This is an optimization exercise on Yosys and OpenROAD, whose aim is small area, not a production implementation. Only simulation tests tie the RTL to the original design; equivalence was not proved. No driver is modelled on the clock port, so clocking that relies on it looks cheaper here than on a real chip. Power is estimated from default activity; no workload was simulated.

==> run C: inputs <==
// top
module top (
    input  wire bb_clk_in,
    input  wire rst_h,
    output wire DATA1,
    output wire DATA2,
    input  wire COM1,
    input  wire COM2
);
==> flow/config.mk <==
export PLATFORM = sky130hd
export DESIGN_NAME = top
export DESIGN_NICKNAME = top
export VERILOG_FILES = /design/flow/design.v
export SDC_FILE = /design/flow/constraint.sdc
export NUM_CORES = 4
export LEC_CHECK = 0
export CAP_MARGIN = 20
export CORE_MARGIN = 2
export CORE_UTILIZATION = 30
export SLEW_MARGIN = 20
==> flow/constraint.sdc <==
create_clock -name core_clock -period 6.0 [get_ports {bb_clk_in}]
set_input_delay 1.2000 -clock core_clock [delete_from_list [all_inputs] [get_ports {bb_clk_in}]]
set_output_delay 1.2000 -clock core_clock [all_outputs]
set_load 0.01 [all_outputs]
standard.sh (not shown) runs the stock make flow with config.mk's settings and CLKGATE_MAP_FILE= SYNTH_SCRIPT=/design/flow/synth_recipe.tcl, a recipe that flattens the netlist after the stock synthesis.
==> flow/flow/run.sh <==
#!/bin/bash
# Standard layout, except: clock tree with small buffers and no dummy loads
# (leaf buffers that drive many flip-flops are then upsized, see
# post_cts.tcl), and the smallest buffer on each port.
export CTS_ARGS="-repair_clock_nets -dont_use_dummy_load -root_buf sky130_fd_sc_hd__clkbuf_8 -buf_list sky130_fd_sc_hd__clkbuf_4"
export BUFFER_PORTS_ARGS="-buffer_cell sky130_fd_sc_hd__buf_1"
export POST_CTS_TCL="$(pwd)/flow/post_cts.tcl"
bash standard.sh > standard.log 2>&1
==> flow/flow/post_cts.tcl <==
set block [ord::get_db_block]
set n 0
foreach inst [$block getInsts] {
  if {[[$inst getMaster] getName] != "sky130_fd_sc_hd__clkbuf_4"} { continue }
  set net [[$inst findITerm X] getNet]
  if {$net == "NULL"} { continue }
  set fo [expr {[llength [$net getITerms]] - 1}]
  if {$fo > 8} {
    replace_cell [get_cells [$inst getName]] sky130_fd_sc_hd__clkbuf_8
    incr n
  }
}
puts "post_cts: upsized $n clock buffers"
detailed_placement
check_placement -verbose
estimate_parasitics -placement
==> inputs of run H, as changes to run C <==
--- a/flow/design.v
+++ b/flow/design.v
@@ -31,72 +31,80 @@
         a1 <= COM1;
         a2 <= COM2;
         rx_in <= line ? a2 : a1;
     end
 end
 reg       in_q, in_qq;
-reg       ract;      
+reg [1:0] rsd;       
 reg       rdec;      
 reg [1:0] takt;
-reg [3:0] bitc;      
+reg [3:0] bitc;
 reg [7:0] rbyte;
 reg       rpar;
-wire rs_start = ract && (bitc == 4'd0);
-wire rs_wnw   = ract && (bitc == 4'd11);
-wire rs_recv  = ract && !rs_start && !rs_wnw;
 wire spad = in_qq & ~in_q;
-wire rfail = !ract && (takt == 2'd2);
+wire rfail = (rsd == 2'd0) && (takt == 2'd2);
 wire dot  = in_qq;
 wire rerr = (bitc == 4'd0)  ? dot :
             (bitc == 4'd9)  ? ~(dot ^ rpar) :
             (bitc == 4'd10) ? ~dot : 1'b0;
 wire shift_en = (bitc != 4'd0) && (bitc < 4'd9);
-wire rd_en = rs_wnw && (takt == 2'd2);
-always @(posedge clk or posedge rst_h)
-    if (rst_h) begin
-        ract  <= 1'b0;
+wire rd_en = (rsd == 2'd3) && (takt == 2'd2) && (bitc == 4'd11);
+always @(posedge clk or posedge rst_h)
+    if (rst_h) begin
+        rsd   <= 2'd0;
         rdec  <= 1'b0;
     end else if (s3) begin
-        if (!ract) begin
-            rdec <= 1'b0;
-            if (spad) ract <= 1'b1;
-        end else if (rs_wnw) begin
-            if (!spad && takt == 2'd1) ract <= 1'b0;
-        end else begin
-            if (rs_recv && takt == 2'd3) rdec <= 1'b1;
-            if (takt == 2'd1 && rerr) ract <= 1'b0;
-        end
+        case (rsd)
+        2'd0: begin
+            rdec  <= 1'b0;
+            if (spad) rsd <= 2'd1;
+        end
+        2'd1: if (takt == 2'd1) begin
+            if (rerr) rsd <= 2'd0;
+            else      rsd <= 2'd2;
+        end
+        2'd2: begin
+            if (takt == 2'd3) rdec <= 1'b1;
+            if (takt == 2'd1) begin
+                if (rerr) rsd <= 2'd0;
+                else if (bitc == 4'd10)
+                    rsd <= 2'd3;
+            end
+        end
+        default: begin
+            if (spad) rsd <= 2'd1;
+            else if (bitc == 4'd11 && takt == 2'd1) rsd <= 2'd0;
+        end
+        endcase
     end
 always @(posedge clk)
     if (s3) begin
         in_q  <= rx_in;
         in_qq <= in_q;
-        if (!ract || (rs_wnw && spad)) begin
+        if (rsd == 2'd0 || (rsd == 2'd3 && spad)) begin
             takt <= 2'd0;
             bitc <= 4'd0;
         end else begin
             takt <= takt + 2'd1;
             if (takt == 2'd1) bitc <= bitc + 4'd1;
         end
-        if (rs_recv && takt == 2'd1 && shift_en) begin
+        if (rsd == 2'd2 && takt == 2'd1 && shift_en) begin
             rbyte <= {dot, rbyte[7:1]};
             rpar  <= rpar ^ dot;
         end
-        if (rs_start) rpar <= 1'b0;
+        if (rsd == 2'd1) rpar <= 1'b0;
     end
 localparam D_IDLE = 3'd0, D_HDR = 3'd1, D_BODY = 3'd2, D_CHECK = 3'd3, D_OK = 3'd4, D_BAD = 3'd5;
 reg [2:0]  dst;
-reg [1:0]  idx;      
-reg [15:0] rem;      
+reg [1:0]  idx;
+reg [15:0] rem;
 reg [1:0]  cls;      
 reg [15:0] rcrc;
-wire rx_crc_step = s3 && rs_recv && (bitc == 4'd9 || bitc == 4'd10);
+wire rx_crc_step = s3 && (rsd == 2'd2) && (bitc == 4'd9 || bitc == 4'd10);
 wire rx_crc_bit  = rbyte[{bitc[0], takt[1], ~takt[0]}];
-wire front   = s3 && rs_recv && (takt == 2'd3) && !rdec;
-wire rem_load = s3 && rs_recv && (takt == 2'd1) && shift_en && (dst == D_HDR) && idx[1];
-wire rem_step = s3 && ract && (dst == D_BODY) && idx[1] && (bitc != 4'd0) && (bitc < 4'd5);
+wire front   = s3 && (rsd == 2'd2) && (takt == 2'd3) && !rdec;
 wire rx_byte = s3 && rd_en;
 wire rx_done = (dst == D_OK) || (dst == D_BAD);
 wire rx_ok   = (dst == D_OK);
 wire rx_busy = (dst != D_IDLE);
 always @(posedge clk or posedge rst_h)
     if (rst_h)
@@ -109,13 +117,13 @@
                 if (idx == 2'd0 && rbyte != 8'ha5) dst <= D_BAD;
                 else if (idx == 2'd3) dst <= D_BODY;
             end
         end
         D_BODY: if (s3) begin
             if (rfail) dst <= D_BAD;
-            else if (rd_en && idx == 2'd1) dst <= D_CHECK;
+            else if (rd_en && rem == 16'd0 && idx == 2'd1) dst <= D_CHECK;
         end
         D_CHECK: dst <= (rcrc == 16'd0) ? D_OK : D_BAD;
         default: dst <= D_IDLE;
     endcase
 always @(posedge clk)
     if (dst == D_IDLE)
@@ -124,27 +132,20 @@
         rcrc <= {rcrc[14:0], 1'b0} ^ ((rcrc[15] ^ rx_crc_bit) ? 16'h1021 : 16'h0000);
 always @(posedge clk)
     if (dst == D_IDLE) begin
         idx  <= 2'd0;
         cls  <= 2'd0;
     end else if ((dst == D_HDR || dst == D_BODY) && rx_byte) begin
-        if (dst == D_HDR || !idx[1]) idx <= idx + 2'd1;
-        if (dst == D_HDR && idx == 2'd1) cls <= {rbyte == 8'h04, rbyte[7:1] == 7'h01};
-    end else if (dst == D_BODY && s3 && rs_start) begin
-        idx[1] <= (rem != 16'd0);
-        if (rem != 16'd0) idx[0] <= 1'b1;
-    end else if (rem_step)
-        idx[0] <= idx[0] & ~rem[8];
-always @(posedge clk) begin
-    if (rem_load || rem_step) begin
-        rem[14:8] <= rem[15:9];
-        rem[6:0]  <= rem[7:1];
-        rem[7]    <= rem[8] ^ (rem_step & idx[0]);
-        rem[15]   <= rem_load ? dot : rem[0];
-    end
-end
+        if (dst == D_HDR || rem == 16'd0) idx <= idx + 2'd1;
+        if (dst == D_HDR) begin
+            if (idx == 2'd1) cls <= {rbyte == 8'h04, rbyte[7:1] == 7'h01};
+            if (idx == 2'd2) rem[15:8] <= rbyte;
+            if (idx == 2'd3) rem[7:0] <= rbyte;
+        end else if (rem != 16'd0)
+            rem <= rem - 16'd1;
+    end
 reg [1:0] rxs;       
 reg [4:0] rcnt;
 always @(posedge clk or posedge rst_h)
     if (rst_h) begin
         rxs  <= 2'd0;
         line <= 1'b0;
@@ -161,22 +162,21 @@
         default: if (rx_done) rxs <= 2'd1;
     endcase
 always @(posedge clk)
     if (rxs != 2'd2) rcnt <= 5'd0;
     else if (s3) rcnt <= rcnt + 5'd1;
 localparam T_IDLE = 4'd0, T_WAIT = 4'd1, T_RX = 4'd2, T_P1 = 4'd3, T_P2 = 4'd4, T_P3 = 4'd5,
-           T_S0 = 4'd6, T_S1 = 4'd7, T_S2 = 4'd8, T_SEND = 4'd9, T_CEND = 4'd10, T_CEND2 = 4'd11,
-           T_F1 = 4'd12, T_F2 = 4'd13, T_F3 = 4'd14;
+           T_S0 = 4'd6, T_S1 = 4'd7, T_S2 = 4'd8, T_SEND = 4'd9, T_CEND = 4'd10,
+           T_F1 = 4'd11, T_F2 = 4'd12, T_F3 = 4'd13;
 reg [3:0]  txs;
+reg [4:0]  tcnt;
 reg        ferr, fdat;
 reg [10:0] M;        
 reg [15:0] pcnt;     
-reg        out;
-reg        pt;       
+reg        coding, out, tmo, acc;
 reg [3:0]  count;
-wire coding = (txs == T_SEND) || (txs == T_CEND);
 wire hdr    = (M[10:4] == 7'h7f);
 wire crcreg = (M[10:4] == 7'h7e) && (M[3:1] == 3'b111);
 wire crc_hi = fdat ? (M == 11'h7ee) : (M == 11'h7fe);
 wire is_crc = crcreg || (hdr && M[2] && M[1] && !fdat);
 reg [7:0] tbyte;
 always @* begin
@@ -221,70 +221,66 @@
 wire last = is_crc && M[0];    
 wire load = s2 && coding && !last && (count == 4'd0);
 reg  sel;
 always @* begin
     case (count)
         4'd0:    sel = 1'b1;
-        4'd1:    sel = pt;
+        4'd1:    sel = tmo;
         4'd2, 4'd3, 4'd4, 4'd5, 4'd6, 4'd7, 4'd8, 4'd9:
                  sel = dbit;
-        default: sel = pt;
+        default: sel = acc;
     endcase
 end
 always @(posedge clk or posedge rst_h)
     if (rst_h)
         txs <= T_IDLE;
     else case (txs)
         T_IDLE: if (s3 && (!r1 || !r2)) txs <= T_WAIT;
         T_WAIT: if (s3) begin
             if (rx_busy) txs <= T_RX;
-            else if (M[4:0] == 5'd31) txs <= T_IDLE;
+            else if (tcnt == 5'd31) txs <= T_IDLE;
         end
         T_RX: if (rx_done) txs <= (cls != 2'd0) ? T_P1 : T_IDLE;
         T_S0, T_S1, T_S2: if (s2) txs <= txs + 4'd1;
         T_SEND: if (s2 && coding && count == 4'd2 && crc_hi) txs <= T_CEND;
-        T_CEND: if (s2 && pt && count == 4'd1) txs <= T_CEND2;
-        T_CEND2: if (s2) txs <= T_F1;
+        T_CEND: if (s2 && !coding) txs <= T_F1;
         T_F3: txs <= T_IDLE;
         default: txs <= txs + 4'd1;
     endcase
 always @(posedge clk) begin
+    if (txs != T_WAIT) tcnt <= 5'd0;
+    else if (s3) tcnt <= tcnt + 5'd1;
     if (txs == T_RX && rx_done) begin
         ferr <= !rx_ok;
         fdat <= rx_ok && cls[1];
     end
 end
 always @(posedge clk)
     if (txs == T_P3)
         M <= 11'h7f9;
-    else if (txs == T_IDLE)
-        M <= 11'd0;
-    else if (load || (txs == T_WAIT && s3))
+    else if (load)
         M <= M + 11'd1;
 always @(posedge clk or posedge rst_h)
     if (rst_h)
         pcnt <= 16'd0;
     else begin
         if (load && fdat && M == 11'h7fd) pcnt[7:0] <= pcnt[7:0] + 8'd1;
         if (txs == T_F1 && fdat && pcnt[7:0] == 8'd0) pcnt[15:8] <= pcnt[15:8] + 8'd1;
     end
 always @(posedge clk or posedge rst_h)
     if (rst_h) begin
+        coding <= 1'b0;
         out    <= 1'b1;
     end else if (s2) begin
+        if (txs == T_S2) coding <= 1'b1;
+        else if (tmo && count == 4'd1) coding <= 1'b0;
         out <= coding ? sel : 1'b1;
     end
 always @(posedge clk)
     if (s2) begin
         count <= !coding ? 4'd0 : (count == 4'd10) ? 4'd0 : count + 4'd1;
-        if (!coding)
-            pt <= 1'b0;
-        else if (count == 4'd10)
-            pt <= last;
-        else if (count == 4'd2)
-            pt <= ~sel;
-        else if (count > 4'd2)
-            pt <= pt ^ sel;
+        tmo   <= coding && ((count == 4'd10) ? last : tmo);
+        acc   <= (count < 4'd2) ? 1'b1 : acc ^ sel;
     end
 assign DATA1 = out;
 assign DATA2 = out;
 endmodule
==> flow/run.sh (new file) <==
#!/bin/bash
# synth_recipe.tcl (not shown) runs the flow's synth.tcl, then flattens the netlist and writes it again
# the make line also repeats each setting of config.mk as NAME=value (left out here)
make -C /OpenROAD-flow-scripts/flow DESIGN_CONFIG=/design/flow/config.mk WORK_HOME=/design/flow/orfs CLKGATE_MAP_FILE= SYNTH_SCRIPT=/design/flow/synth_recipe.tcl finish
CTS_BUF_LIST = sky130_fd_sc_hd__clkbuf_8   (was not set)
removed: flow/flow/run.sh
removed: flow/flow/post_cts.tcl
removed: flow/standard.sh
==> comparison <==
- In run C the count of clock-buffer cells in the layout is lower than in run H, by 2.
- Cell area: run H is larger than run C (14%).
- Against run H, the die area of run C is lower by about 9%.
- Between run H and run C, the lower synthesized area is in run C (gap about 10%, measured against run C).
- Between run H and run C, the lower worst hold slack is in run C (gap 0.049 ns).
- In run H the utilization is higher than in run C, by 1.6 points.
==> figures <==
quantity                                                                      run C           run H
Share of final-layout standard cells stronger than drive strength 1          6.618%          5.897%
Met1 Track Usage GR                                                          17.11%          16.88%
Final period util                                                            69.02%          67.71%
Sequential power                                                             969 uW         1040 uW
Multi-input logic portion of the cell area                                   49.10%          48.56%
Status                                                               finished clean  finished clean
Worst vdd ir                                                            0.0001578 V     0.0001494 V
Portion of total power attributed to the clock network                        20.1%           31.4%
Post-route setup slack                                                     1.859 ns        1.937 ns
Share of the synthesized netlist area taken by xor and xnor gates            7.271%          7.933%
Total Routing Usage GR                                                       12.31%          12.36%
Overall routed net length                                                  13.82 mm        15.05 mm
Power Total                                                                 2017 uW         2557 uW
Number of flip-flops and latches in the synthesized netlist                     113             121

[afterwards: timing with drivers on the ports]
The flow's constraints put no driver on any port. The routed layouts listed below were extracted and timed again, unchanged, in two steps.
Step 1: set_driving_cell puts a clkbuf_16 on bb_clk_in and a buf_2 on each other input, an assumption about the parent block.
Step 2 times the ports against the registers' clock, not the clock port: input delays grow and output delays shrink by t, the midpoint of the rising clock arrivals with the driver on.
Three values: ideal ports, drivers, drivers and shift; two values: the first two.
run	t, ns	setup slack, ns	worst setup path after step 2	worst data-port slew with drivers (ns)
run C	0.438	1.859 / 1.859 / 1.859	register to register	0.04
run H	0.480	1.937 / 1.937 / 1.937	register to register	0.03
After both steps every run listed still meets setup and hold.
